Background: an optimization exercise with open tools, aiming at small area, a short achievable clock period and few clock cycles. Do not read the settings as production practice. RTL that was checked went through simulation tests only; none was proved equivalent to the original.

==> flow/design.v (excerpt) <==
module RISC_SPM (clk, rst, mem_rdata, mem_addr, mem_wdata, mem_we, halted);
==> module RISC_SPM, before the edit <==
module RISC_SPM (clk, rst, mem_rdata, mem_addr, mem_wdata, mem_we, halted);
  input        clk, rst;
  input  [7:0] mem_rdata;
  output [7:0] mem_addr, mem_wdata;
  output       mem_we;
  output       halted;
  reg [7:0] R0, R1, R2, R3;
  reg [7:0] PC, MA;
  reg [2:0] iop;          
  reg [3:0] dstv;         
  reg [7:0] opA, opB;     
  reg       sA, sB, sD;   
  reg       sBn;          
  reg       k_sub;        
  reg       Z;
  reg       halted;
  wire i_add = (iop == 3'd1);
  wire i_sub = k_sub;
  wire i_and = (iop == 3'd3);
  wire i_not = (iop == 3'd4);
  wire ex    = i_add | i_sub | i_and | i_not;
  wire [7:0] bx = opB ^ {8{i_sub}};
  wire [7:0] p0 = opA ^ bx;
  wire [7:0] g0 = opA & bx;
  wire [8:0] G0 = {g0, i_sub}, P0 = {p0, 1'b0};
  wire [8:0] G1, P1, G2, P2, G3;
  genvar k;
  generate
    for (k = 0; k < 9; k = k + 1) begin : ks
      if (k >= 1) begin : a1
        assign G1[k] = G0[k] | P0[k] & G0[k-1]; assign P1[k] = P0[k] & P0[k-1];
      end else begin : b1
        assign G1[k] = G0[k]; assign P1[k] = P0[k];
      end
      if (k >= 2) begin : a2
        assign G2[k] = G1[k] | P1[k] & G1[k-2]; assign P2[k] = P1[k] & P1[k-2];
      end else begin : b2
        assign G2[k] = G1[k]; assign P2[k] = P1[k];
      end
      if (k >= 4) begin : a3
        assign G3[k] = G2[k] | P2[k] & G2[k-4];
      end else begin : b3
        assign G3[k] = G2[k];
      end
    end
  endgenerate
  wire [7:0] sum = p0 ^ G3[7:0];
  reg [7:0] alu;
  always @* begin
    case (iop)
      3'd1, 3'd2: alu = sum;
      3'd3:       alu = opA & opB;
      default:    alu = ~opB;
    endcase
  end
  wire [7:0] axb  = opA ^ opB;
  wire [7:0] aob  = opA | opB;
  wire       zadd = ~|(axb ^ {aob[6:0], 1'b0});
  wire       zsub = ~|axb;
  wire       zand = ~|(opA & opB);
  wire       znot = &opB;
  reg        zt;
  always @* begin
    case (iop)
      3'd1:    zt = zadd;
      3'd2:    zt = zsub;
      3'd3:    zt = zand;
      default: zt = znot;
    endcase
  end
  wire fF = ~sA & ~sD & ~halted & (~sB | sBn);
  wire bT = sB & ~sBn;                                     
  wire [3:0] fo     = mem_rdata[7:4];
  wire       f_two  = ~fo[3] & fo[2] & (fo[1] | fo[0]);    
  wire       f_brz  = (fo == 4'd8);
  wire       f_halt = fo[3] & (|fo[2:0]);
  wire d_rd = sD & (iop == 3'd5);
  wire d_wr = sD & (iop == 3'd6);
  wire d_br = sD & ~iop[2] | sD & iop[1] & iop[0];       
  wire [6:0] hi1 = PC[7:1] + 7'd1;
  wire [7:0] PC1 = {PC[0] ? hi1 : PC[7:1], ~PC[0]};
  wire [7:0] PC2 = {hi1, PC[0]};
  wire [3:0] wa = {4{ex}} & dstv;
  wire [3:0] wr = {4{d_rd}} & dstv;
  always @(posedge clk or negedge rst)
    if (!rst) begin
      R0 <= 8'd0; R1 <= 8'd0; R2 <= 8'd0; R3 <= 8'd0;
    end else begin
      R0 <= wa[0] ? alu : wr[0] ? mem_rdata : R0;
      R1 <= wa[1] ? alu : wr[1] ? mem_rdata : R1;
      R2 <= wa[2] ? alu : wr[2] ? mem_rdata : R2;
      R3 <= wa[3] ? alu : wr[3] ? mem_rdata : R3;
    end
  always @(posedge clk or negedge rst)
    if (!rst) Z <= 1'b0;
    else if (ex) Z <= zt;
  wire [1:0] fs = mem_rdata[3:2];
  wire [1:0] fd = mem_rdata[1:0];
  reg  [7:0] rS, rD;
  always @* begin
    case (fs)
      2'd0: rS = R0; 2'd1: rS = R1; 2'd2: rS = R2; default: rS = R3;
    endcase
    case (fd)
      2'd0: rD = R0; 2'd1: rD = R1; 2'd2: rD = R2; default: rD = R3;
    endcase
  end
  wire fwS = ex & dstv[fs];
  wire fwD = ex & dstv[fd];
  always @(posedge clk)
    if (fF) begin
      dstv <= 4'b1 << fd;
      opA  <= fwD ? alu : rD;
      opB  <= fwS ? alu : rS;
    end
  always @(posedge clk or negedge rst)
    if (!rst) begin
      PC <= 8'd0; MA <= 8'd0; iop <= 3'd0;
      sA <= 1'b0; sB <= 1'b0; sBn <= 1'b0; sD <= 1'b0; halted <= 1'b0; k_sub <= 1'b0;
    end else if (fF) begin
      iop  <= fo[2:0] & {3{~fo[3]}};    
      halted <= f_halt;
      MA <= PC1;
      PC <= f_brz ? PC2 : PC1;
      sA <= f_two;
      sB <= f_brz;
      sBn <= f_brz & ~(ex ? zt : Z);
      k_sub <= (fo == 4'd2);
    end else if (sA | bT) begin
      MA <= mem_rdata; sA <= 1'b0; sB <= 1'b0; sBn <= 1'b0; sD <= 1'b1;
      if (sA) PC <= PC1;
    end else if (sD) begin
      sD <= 1'b0;
      if (d_br) begin MA <= mem_rdata; PC <= mem_rdata; end
      else MA <= PC;
    end
  assign mem_addr  = sBn ? PC : MA;
  assign mem_wdata = opB;
  assign mem_we    = d_wr;
endmodule
==> flow/config.mk <==
export PLATFORM = sky130hd
export DESIGN_NAME = RISC_SPM
export DESIGN_NICKNAME = RISC_SPM
export VERILOG_FILES = /design/flow/design.v
export SDC_FILE = /design/flow/constraint.sdc
export NUM_CORES = 4
export LEC_CHECK = 0
export ABC_AREA = 1
export CAP_MARGIN = 20
export CORE_MARGIN = 2
export CORE_UTILIZATION = 75
export SETUP_SLACK_MARGIN = 2.2
export SLEW_MARGIN = 20
==> flow/constraint.sdc <==
create_clock -name core_clock -period 5.0 [get_ports {clk}]
set_input_delay 1.0000 -clock core_clock [delete_from_list [all_inputs] [get_ports {clk}]]
set_output_delay 1.0000 -clock core_clock [all_outputs]
set_load 0.01 [all_outputs]
standard.sh (not shown) runs the stock make flow with config.mk's settings and CLKGATE_MAP_FILE= SYNTH_SCRIPT=/design/flow/synth_recipe.tcl, a recipe that flattens the netlist after the stock synthesis.
==> flow/flow/run.sh <==
#!/bin/bash
# The standard layout (standard.sh) with two changes:
#  - the port buffers are buf_2 cells instead of the delay cell the resizer
#    picks by default (every port still gets its buffer);
#  - Yosys's abc step runs with flow/abc.script (or yosys's own default abc
#    script if the file says "default") instead of ORFS's script.
# Everything else, registers included, is ORFS's standard synthesis and flow.
set -euo pipefail
here=$(pwd)
export BUFFER_PORTS_ARGS="-buffer_cell sky130_fd_sc_hd__buf_2"
if [[ -f flow/abc.script ]]; then
  if grep -qx default flow/abc.script; then sc=default; else sc=$here/flow/abc.script; fi
  python3 - synth_recipe.tcl "$sc" <<'PY'
import sys
f, sc = sys.argv[1], sys.argv[2]
first, rest = open(f).read().split('\n', 1)
ov = """proc abc {args} {
  set i [lsearch -exact $args -script]
  if {$i >= 0} { set args [lreplace $args $i [expr {$i+1}]] }
  if {"%s" ne "default"} { set args [linsert $args 0 -script %s] }
  puts "abc override: $args"
  yosys abc {*}$args
}""" % (sc, sc)
open(f, 'w').write(first + '\n' + ov + '\n' + rest)
PY
fi
bash standard.sh finish > standard.log 2>&1
Edit:
--- a/flow/design.v
+++ b/flow/design.v
@@ -6,20 +6,19 @@
   output       halted;
   reg [7:0] R0, R1, R2, R3;
   reg [7:0] PC, MA;
   reg [2:0] iop;          
-  reg [3:0] dstv;         
-  reg [7:0] opA, opB;     
+  reg [3:0] srcv, dstv;   
   reg       sA, sB, sD;   
-  reg       sBn;          
-  reg       k_sub;        
   reg       Z;
   reg       halted;
   wire i_add = (iop == 3'd1);
-  wire i_sub = k_sub;
+  wire i_sub = (iop == 3'd2);
   wire i_and = (iop == 3'd3);
   wire i_not = (iop == 3'd4);
   wire ex    = i_add | i_sub | i_and | i_not;
+  wire [7:0] opA = {8{dstv[0]}} & R0 | {8{dstv[1]}} & R1 | {8{dstv[2]}} & R2 | {8{dstv[3]}} & R3;
+  wire [7:0] opB = {8{srcv[0]}} & R0 | {8{srcv[1]}} & R1 | {8{srcv[2]}} & R2 | {8{srcv[3]}} & R3;
   wire [7:0] bx = opB ^ {8{i_sub}};
   wire [7:0] p0 = opA ^ bx;
   wire [7:0] g0 = opA & bx;
   wire [8:0] G0 = {g0, i_sub}, P0 = {p0, 1'b0};
@@ -67,10 +66,10 @@
       3'd3:    zt = zand;
       default: zt = znot;
     endcase
   end
-  wire fF = ~sA & ~sD & ~halted & (~sB | sBn);
-  wire bT = sB & ~sBn;                                     
+  wire fF = ~sA & ~sD & ~halted & (~sB | ~Z);
+  wire bT = sB & Z;                                        
   wire [3:0] fo     = mem_rdata[7:4];
   wire       f_two  = ~fo[3] & fo[2] & (fo[1] | fo[0]);    
   wire       f_brz  = (fo == 4'd8);
   wire       f_halt = fo[3] & (|fo[2:0]);
@@ -93,48 +92,32 @@
     end
   always @(posedge clk or negedge rst)
     if (!rst) Z <= 1'b0;
     else if (ex) Z <= zt;
-  wire [1:0] fs = mem_rdata[3:2];
-  wire [1:0] fd = mem_rdata[1:0];
-  reg  [7:0] rS, rD;
-  always @* begin
-    case (fs)
-      2'd0: rS = R0; 2'd1: rS = R1; 2'd2: rS = R2; default: rS = R3;
-    endcase
-    case (fd)
-      2'd0: rD = R0; 2'd1: rD = R1; 2'd2: rD = R2; default: rD = R3;
-    endcase
-  end
-  wire fwS = ex & dstv[fs];
-  wire fwD = ex & dstv[fd];
-  always @(posedge clk)
-    if (fF) begin
-      dstv <= 4'b1 << fd;
-      opA  <= fwD ? alu : rD;
-      opB  <= fwS ? alu : rS;
-    end
   always @(posedge clk or negedge rst)
     if (!rst) begin
-      PC <= 8'd0; MA <= 8'd0; iop <= 3'd0;
-      sA <= 1'b0; sB <= 1'b0; sBn <= 1'b0; sD <= 1'b0; halted <= 1'b0; k_sub <= 1'b0;
+      PC <= 8'd0; MA <= 8'd0; iop <= 3'd0; srcv <= 4'd0; dstv <= 4'd0;
+      sA <= 1'b0; sB <= 1'b0; sD <= 1'b0; halted <= 1'b0;
     end else if (fF) begin
       iop  <= fo[2:0] & {3{~fo[3]}};    
-      halted <= f_halt;
-      MA <= PC1;
-      PC <= f_brz ? PC2 : PC1;
-      sA <= f_two;
-      sB <= f_brz;
-      sBn <= f_brz & ~(ex ? zt : Z);
-      k_sub <= (fo == 4'd2);
+      srcv <= 4'b1 << mem_rdata[3:2];
+      dstv <= 4'b1 << mem_rdata[1:0];
+      sB   <= 1'b0;
+      if (f_halt) halted <= 1'b1;
+      else begin
+        MA <= PC1;
+        PC <= f_brz ? PC2 : PC1;
+        sA <= f_two;
+        sB <= f_brz;
+      end
     end else if (sA | bT) begin
-      MA <= mem_rdata; sA <= 1'b0; sB <= 1'b0; sBn <= 1'b0; sD <= 1'b1;
+      MA <= mem_rdata; sA <= 1'b0; sB <= 1'b0; sD <= 1'b1;
       if (sA) PC <= PC1;
     end else if (sD) begin
       sD <= 1'b0;
       if (d_br) begin MA <= mem_rdata; PC <= mem_rdata; end
       else MA <= PC;
     end
-  assign mem_addr  = sBn ? PC : MA;
+  assign mem_addr  = (sB & ~Z) ? PC : MA;
   assign mem_wdata = opB;
   assign mem_we    = d_wr;
 endmodule
Outcome: Clock-buffer cell count is higher by 1; die area is lower by 15%; final area went down by 15%; worst setup slack loses 0.025 ns; via count shrinks by 12%; hold slack degrades by 0.016 ns; utilization rises by 2.2 points; global-route usage grows by 0.57 points; synthesized area is lower by 16%; fmax drops by 0.94%; wire length drops by 12%.
Testbench counts after the change, summed over its fixed seeds: cycles 39,150.
No functional check of the RTL was part of the first run of this note.

## what the ideal ports hide
No port has a modelled driver above. Below, the same layouts with a new extraction and two added sets of constraints. Step 1 (the two cells are an assumption about what drives the block):
set clk [get_ports {clk}]
set_driving_cell -lib_cell sky130_fd_sc_hd__clkbuf_16 $clk
set_driving_cell -lib_cell sky130_fd_sc_hd__buf_2 [delete_from_list [all_inputs] $clk]
Step 2 adds t to the input delays and takes it off the output delays; t is the mean of the earliest and latest rising clock arrival at the registers after step 1. Input paths then give back, and output paths get back, about the clock's delay inside the block. Three values: ideal, step 1, step 2; two values: the first two.
| run | t (ns) | setup WS [ns] | worst hold slack (ns) | latest minus earliest clock arrival (ns) | cell pins on the clock port's net |
|---|---|---|---|---|---|
| the first run | 0.396 | 2.326 / 2.293 / 2.326 | 0.503 / 0.503 / 0.503 | 0.014 / 0.014 | 1 |
| the second run | 0.387 | 2.301 / 2.270 / 2.302 | 0.486 / 0.486 / 0.486 | 0.012 / 0.012 | 1 |
After both steps setup and hold are still met in every run listed.
